This design comes from an exercise in tuning for small area and a short achievable clock period on the open sky130 flow, not from production work.
Power figures rest on the tool's default switching activity, not on a simulated workload.

==> flow/design.v <==
module OV7670_gt #(parameter W = 8) (input [W-1:0] a, input [W-1:0] b, output y);
	wire [W:0] g;
	assign g[0] = 1'b0;
	genvar i;
	generate for (i = 0; i < W; i = i + 1) begin : s
		assign g[i+1] = (a[i] & ~b[i]) | ((a[i] | ~b[i]) & g[i]);
	end endgenerate
	assign y = g[W];
endmodule
module OV7670_inc #(parameter W = 8) (input [W-1:0] q, input en, output [W-1:0] y, output all1);
	wire [W:0] t;
	assign t[0] = 1'b1;
	genvar i;
	generate for (i = 0; i < W; i = i + 1) begin : s
		assign t[i+1] = t[i] & q[i];
		assign y[i] = q[i] ^ (en & t[i]);
	end endgenerate
	assign all1 = t[W];
endmodule
module OV7670_updn #(parameter W = 8) (input [W-1:0] q, input up, input dn, output [W-1:0] y);
	wire [W:0] c;
	assign c[0] = up | dn;
	genvar i;
	generate for (i = 0; i < W; i = i + 1) begin : s
		assign c[i+1] = c[i] & (q[i] ^ dn);
		assign y[i] = q[i] ^ c[i];
	end endgenerate
endmodule
module OV7670_col(
	input clk,
	input rst,
	input clr,        
	input vs_rise,
	input fall,       
	input rowclr,     
	input fresh,
	input fire,       
	output reg [11:0] Prom,
	output reg [7:0] Inc,
	output reg [7:0] D
);
	reg [5:0] A, P;
	wire [11:0] prom_n;
	wire [5:0] a_n;
	wire prom_all1, a_all1;
	OV7670_inc #(12) iprom(.q(Prom), .en(fire), .y(prom_n), .all1(prom_all1));
	OV7670_inc #(6) ia(.q(A), .en(fire), .y(a_n), .all1(a_all1));
	wire up, dn;
	OV7670_gt #(6) cup(.a(A), .b(P), .y(up));
	OV7670_gt #(6) cdn(.a(P), .b(A), .y(dn));
	wire [7:0] inc_n;
	OV7670_updn #(8) uinc(.q(Inc), .up(up), .dn(dn), .y(inc_n));
	wire inc_is0 = ~|Inc;
	wire inc_is255 = &Inc;
	wire d_is0 = ~|D;
	wire d_zero = fresh | (up & d_is0 & ~inc_is255) | (dn & inc_is0);
	wire d_full = up & inc_is255;
	wire [7:0] d_step;
	OV7670_updn #(8) ud(.q(D), .up(dn), .dn(up), .y(d_step));
	always @(posedge clk) begin
		Prom <= clr ? 12'd0 : prom_n;
		A <= (clr | rowclr) ? 6'd0 : a_n;
		if (clr) P <= 6'd0;
		else if (rowclr) P <= A;
		if (rst) Inc <= 8'd0;
		else if (vs_rise) Inc <= 8'd100;
		else if (fall) Inc <= inc_n;
		if (fall) D <= d_zero ? 8'd0 : d_full ? 8'd255 : d_step;
	end
endmodule
module OV7670(
	input Reset,
	output reg [11:0]  PixelData,
	output [14:0] PAddress,
	output reg WPixel,
	input Pclock,
	input Href,
	input Vsync,
	input [7:0] Data,
	output reg [1:0] Promedio,
	output reg [1:0] Forma
);
	reg Href_prev, VSync_prev, Sync;
	reg [7:0] XPixel, YPixel;
	reg [10:0] PAhi;             
	reg [1:0] fcol;              
	reg fk;                      
	reg fresh;                   
	reg [2:0] fd;                
	reg gRG, gGR, gRB, gBR, gGB, gBG;  
	assign PAddress = {PAhi, XPixel[3:0]};
	wire vs_rise = Vsync & ~VSync_prev;
	wire fall    = ~Vsync & ~Href & Href_prev;
	wire hi_byte = ~Vsync & Href & ~Sync;
	wire lo_byte = ~Vsync & Href & Sync;
	wire clr = Reset | vs_rise;
	wire [7:0] xp1, yp1;
	wire x_all1, y_all1;
	OV7670_inc #(8) ix(.q(XPixel), .en(1'b1), .y(xp1), .all1(x_all1));
	OV7670_inc #(8) iy(.q(YPixel), .en(1'b1), .y(yp1), .all1(y_all1));
	wire x_ge175 = XPixel[7] & (XPixel[6] | XPixel[5] & (XPixel[4] | (&XPixel[3:0])));
	wire x_gt175 = XPixel[7] & (XPixel[6] | XPixel[5] & XPixel[4]);
	wire y_ge143 = YPixel[7] & (YPixel[6] | YPixel[5] | YPixel[4] | (&YPixel[3:0]));
	wire y_gt143 = YPixel[7] & (YPixel[6] | YPixel[5] | YPixel[4]);
	wire x_out_inc = x_ge175 & ~x_all1;
	wire y_out_inc = y_ge143 & ~y_all1;
	wire pd_zero = ~Vsync & (fall ? y_out_inc : (y_gt143 | (lo_byte ? x_out_inc : x_gt175)));
	wire x_lo15 = &XPixel[3:0];
	wire [6:0] U = PAhi[10:4];
	wire [3:0] L = PAhi[3:0];
	wire [6:0] u_up, u_dn;
	wire u_all1;
	OV7670_inc #(7) iu(.q(U), .en(1'b1), .y(u_up), .all1(u_all1));
	OV7670_updn #(7) du(.q(U), .up(1'b0), .dn(1'b1), .y(u_dn));
	wire [4:0] li = {1'b0, L} + 5'd1;
	wire [6:0] ui = li[4] ? (x_all1 ? U : u_up) : (x_all1 ? u_dn : U);
	wire [10:0] pa_inc = {ui, li[3:0]};
	wire [4:0] dfl = 5'd11 - {1'b0, XPixel[7:4]};
	wire [4:0] lf = {1'b0, L} + {1'b0, dfl[3:0]};
	wire [6:0] uf = lf[4] ? (dfl[4] ? U : u_up) : (dfl[4] ? u_dn : U);
	wire [10:0] pa_fall = y_all1 ? 11'd0 : {uf, lf[3:0]};
	wire xwin = (XPixel >= 8'd38) & (XPixel <= 8'd136);
	wire ywin = (YPixel >= 8'd23) & (YPixel <= 8'd121);
	wire [3:0] cR = PixelData[11:8];
	wire [3:0] cG = PixelData[7:4];
	wire [3:0] cB = Data[7:4];
	wire rgtg, ggtr, mgtb, bgtm;
	OV7670_gt #(4) c0(.a(cR), .b(cG), .y(rgtg));
	OV7670_gt #(4) c1(.a(cG), .b(cR), .y(ggtr));
	wire [3:0] cM = rgtg ? cR : cG;
	OV7670_gt #(4) c2(.a(cM), .b(cB), .y(mgtb));
	OV7670_gt #(4) c3(.a(cB), .b(cM), .y(bgtm));
	wire wpre = Sync & xwin & ywin;
	wire armR = wpre & fk & (fcol == 2'd1) & rgtg;
	wire armG = wpre & fk & (fcol == 2'd2) & ggtr;
	wire armB = wpre & fk & (fcol == 2'd3);
	wire act = Href & ~Vsync;
	wire fireR = act & armR & mgtb;
	wire fireG = act & armG & mgtb;
	wire fireB = act & armB & bgtm;
	wire win = act & wpre;
	wire bdom = bgtm;
	wire gdom = ggtr & mgtb;
	wire rdom = rgtg & mgtb;
	wire [1:0] c = {bdom | gdom, bdom | rdom};
	wire upd = win & (bdom | gdom | rdom);
	wire same = (fcol == c);
	wire rowclr = fall & ~VSync_prev;
	wire [11:0] PR, PG, PB;
	wire [7:0] IR, IG, IB, DR, DG, DB;
	OV7670_col colR(.clk(Pclock), .rst(Reset), .clr(clr), .vs_rise(vs_rise), .fall(fall), .rowclr(rowclr), .fresh(fresh), .fire(fireR), .Prom(PR), .Inc(IR), .D(DR));
	OV7670_col colG(.clk(Pclock), .rst(Reset), .clr(clr), .vs_rise(vs_rise), .fall(fall), .rowclr(rowclr), .fresh(fresh), .fire(fireG), .Prom(PG), .Inc(IG), .D(DG));
	OV7670_col colB(.clk(Pclock), .rst(Reset), .clr(clr), .vs_rise(vs_rise), .fall(fall), .rowclr(rowclr), .fresh(fresh), .fire(fireB), .Prom(PB), .Inc(IB), .D(DB));
	wire eRG = (PR == PG);
	wire eRB = (PR == PB);
	wire eGB = (PG == PB);
	wire zR = ~|PR;
	wire zG = ~|PG;
	wire zB = ~|PB;
	reg nRG, nGR, nRB, nBR, nGB, nBG;
	always @(*) begin
		{nRG, nGR, nRB, nBR, nGB, nBG} = {gRG, gGR, gRB, gBR, gGB, gBG};
		if (fd[0]) begin  
			nRG = ~zR & ~gGR;  nGR = zR ? ~zG : gGR & ~eRG;
			nRB = ~zR & ~gBR;  nBR = zR ? ~zB : gBR & ~eRB;
		end
		if (fd[1]) begin  
			nGR = ~zG & ~gRG;  nRG = zG ? ~zR : gRG & ~eRG;
			nGB = ~zG & ~gBG;  nBG = zG ? ~zB : gBG & ~eGB;
		end
		if (fd[2]) begin  
			nBR = ~zB & ~gRB;  nRB = zB ? ~zR : gRB & ~eRB;
			nBG = ~zB & ~gGB;  nGB = zB ? ~zG : gGB & ~eGB;
		end
	end
	wire rwin = nRG & nRB;
	wire gwin = nGR & nGB;
	wire bwin = nBR & nBG;
	wire [7:0] Isel = rwin ? IR : gwin ? IG : IB;
	wire [7:0] Dsel = rwin ? DR : gwin ? DG : DB;
	wire inrange = (Isel > 8'd88) & (Isel < 8'd112);
	wire dgt12 = (Dsel > 8'd12);
	wire [1:0] f_shape = inrange ? ((fresh | dgt12) ? 2'b10 : 2'b01) : 2'b11;
	wire [1:0] p_n = rwin ? 2'b01 : gwin ? 2'b10 : bwin ? 2'b11 : 2'b00;
	wire [1:0] f_n = (rwin | gwin | bwin) ? f_shape : 2'b00;
	always @(posedge Pclock) begin
		if (Reset) begin
			Href_prev <= 1'b0;
			VSync_prev <= 1'b0;
			Sync <= 1'b0;
			WPixel <= 1'b0;
			XPixel <= 8'd0;
			YPixel <= 8'd0;
			PAhi <= 11'd0;
			PixelData <= 12'd0;
			fcol <= 2'd0;
			fk <= 1'b0;
			fresh <= 1'b1;
			fd <= 3'd0;
			{gRG, gGR, gRB, gBR, gGB, gBG} <= 6'd0;
			Promedio <= 2'd0;
			Forma <= 2'd0;
		end else begin
			Href_prev <= Href;
			VSync_prev <= Vsync;
			Sync <= hi_byte;
			WPixel <= lo_byte;
			if (Vsync | fall) XPixel <= 8'd0;
			else if (lo_byte) XPixel <= xp1;
			if (Vsync) YPixel <= 8'd0;
			else if (fall) YPixel <= yp1;
			if (Vsync) PAhi <= 11'd0;
			else if (fall) PAhi <= pa_fall;
			else if (lo_byte & x_lo15) PAhi <= pa_inc;
			if (pd_zero) PixelData <= 12'd0;
			else begin
				if (hi_byte) PixelData[11:4] <= Data;
				if (lo_byte) PixelData[3:0] <= Data[7:4];
			end
			if (upd) begin
				if (same & fk) begin
					fcol <= 2'd0;
					fk <= 1'b0;
				end else if (same) begin
					fk <= 1'b1;
				end else begin
					fcol <= c;
					fk <= 1'b0;
				end
			end
			fd <= {fireB, fireG, fireR};
			if (vs_rise) {gRG, gGR, gRB, gBR, gGB, gBG} <= 6'd0;
			else {gRG, gGR, gRB, gBR, gGB, gBG} <= {nRG, nGR, nRB, nBR, nGB, nBG};
			if (vs_rise) fresh <= 1'b1;
			else if (fall) fresh <= 1'b0;
			if (vs_rise) begin
				Promedio <= p_n;
				Forma <= f_n;
			end
		end
	end
endmodule
Settings: LEC_CHECK=0, CAP_MARGIN=20, CORE_MARGIN=2, CORE_UTILIZATION=40, SETUP_SLACK_MARGIN=5, SLEW_MARGIN=20; clock period 8.0 ns.
standard.sh (not shown) runs the stock make flow with config.mk's settings and CLKGATE_MAP_FILE= SYNTH_SCRIPT=/design/flow/synth_recipe.tcl, a recipe that flattens the netlist after the stock synthesis.
==> flow/flow/run.sh <==
#!/bin/bash
# The standard layout, with plain buffers (instead of the default delay
# buffer) on the input and output ports.
set -euo pipefail
bash standard.sh 'BUFFER_PORTS_ARGS=-buffer_cell sky130_fd_sc_hd__buf_2' finish > standard.log 2>&1
Rerun with:
--- a/flow/design.v
+++ b/flow/design.v
@@ -86,4 +86,7 @@
 	reg [1:0] fcol;              
 	reg fk;                      
+	reg rgtg, ggtr;              
+	reg [3:0] cM;                
+	reg armW, armR, armG, armB;  
 	reg fresh;                   
 	reg [2:0] fd;                
@@ -122,22 +125,28 @@
 	wire xwin = (XPixel >= 8'd38) & (XPixel <= 8'd136);
 	wire ywin = (YPixel >= 8'd23) & (YPixel <= 8'd121);
-	wire [3:0] cR = PixelData[11:8];
-	wire [3:0] cG = PixelData[7:4];
+	wire [3:0] dR = Data[7:4];
+	wire [3:0] dG = Data[3:0];
+	wire d_rgtg, d_ggtr;
+	OV7670_gt #(4) c0(.a(dR), .b(dG), .y(d_rgtg));
+	OV7670_gt #(4) c1(.a(dG), .b(dR), .y(d_ggtr));
+	wire d_wpre = ~Reset & hi_byte & xwin & ywin;
+	always @(posedge Pclock) begin
+		rgtg <= d_rgtg;
+		ggtr <= d_ggtr;
+		cM <= d_rgtg ? dR : dG;
+		armW <= d_wpre;
+		armR <= d_wpre & fk & (fcol == 2'd1) & d_rgtg;
+		armG <= d_wpre & fk & (fcol == 2'd2) & d_ggtr;
+		armB <= d_wpre & fk & (fcol == 2'd3);
+	end
 	wire [3:0] cB = Data[7:4];
-	wire rgtg, ggtr, mgtb, bgtm;
-	OV7670_gt #(4) c0(.a(cR), .b(cG), .y(rgtg));
-	OV7670_gt #(4) c1(.a(cG), .b(cR), .y(ggtr));
-	wire [3:0] cM = rgtg ? cR : cG;
+	wire mgtb, bgtm;
 	OV7670_gt #(4) c2(.a(cM), .b(cB), .y(mgtb));
 	OV7670_gt #(4) c3(.a(cB), .b(cM), .y(bgtm));
-	wire wpre = Sync & xwin & ywin;
-	wire armR = wpre & fk & (fcol == 2'd1) & rgtg;
-	wire armG = wpre & fk & (fcol == 2'd2) & ggtr;
-	wire armB = wpre & fk & (fcol == 2'd3);
 	wire act = Href & ~Vsync;
 	wire fireR = act & armR & mgtb;
 	wire fireG = act & armG & mgtb;
 	wire fireB = act & armB & bgtm;
-	wire win = act & wpre;
+	wire win = act & armW;
 	wire bdom = bgtm;
 	wire gdom = ggtr & mgtb;
=> Flip-flop and latch count rises by 10; critical path depth falls by 1; global-route usage falls by 0.53 points; synthesized area is about the same; clock power rises by 11%; routed wire length falls by 2.5%; clock-buffer cell count falls by 1.
Function was not checked in any run of this note: the RTL went through the layout flow alone.

## static timing again, ports no longer ideal
The flow's constraints put no driver on any port. The routed layouts listed below were extracted and timed again, unchanged, in two steps. Step 1 sets driving cells, clkbuf_16 on the clock port and buf_2 on the other inputs (assumed; they add their load-dependent delay and slew). Step 2 also shifts input and output timing later by t, the mid clock arrival at the registers, as if the neighbouring blocks saw the same clock. a / b / c = ideal / step 1 / step 2; a / b = the first two.
| run | t, ns | slack for setup (ns) | hold slack, ns | worst slew at a driven data input, ns | pins driven straight from the clock port |
|---|---|---|---|---|---|
| the first run | 0.478 | 4.909 / 4.910 / 4.432 | 0.455 / 0.455 / 0.455 | 0.06 | 1 |
| the second run | 0.482 | 4.893 / 4.902 / 4.420 | 0.449 / 0.449 / 0.449 | 0.05 | 1 |
After both steps every run listed still meets setup and hold. For the first run, which loses most, drivers alone change the setup slack by +0.001 ns; drivers and shift together by -0.477 ns.
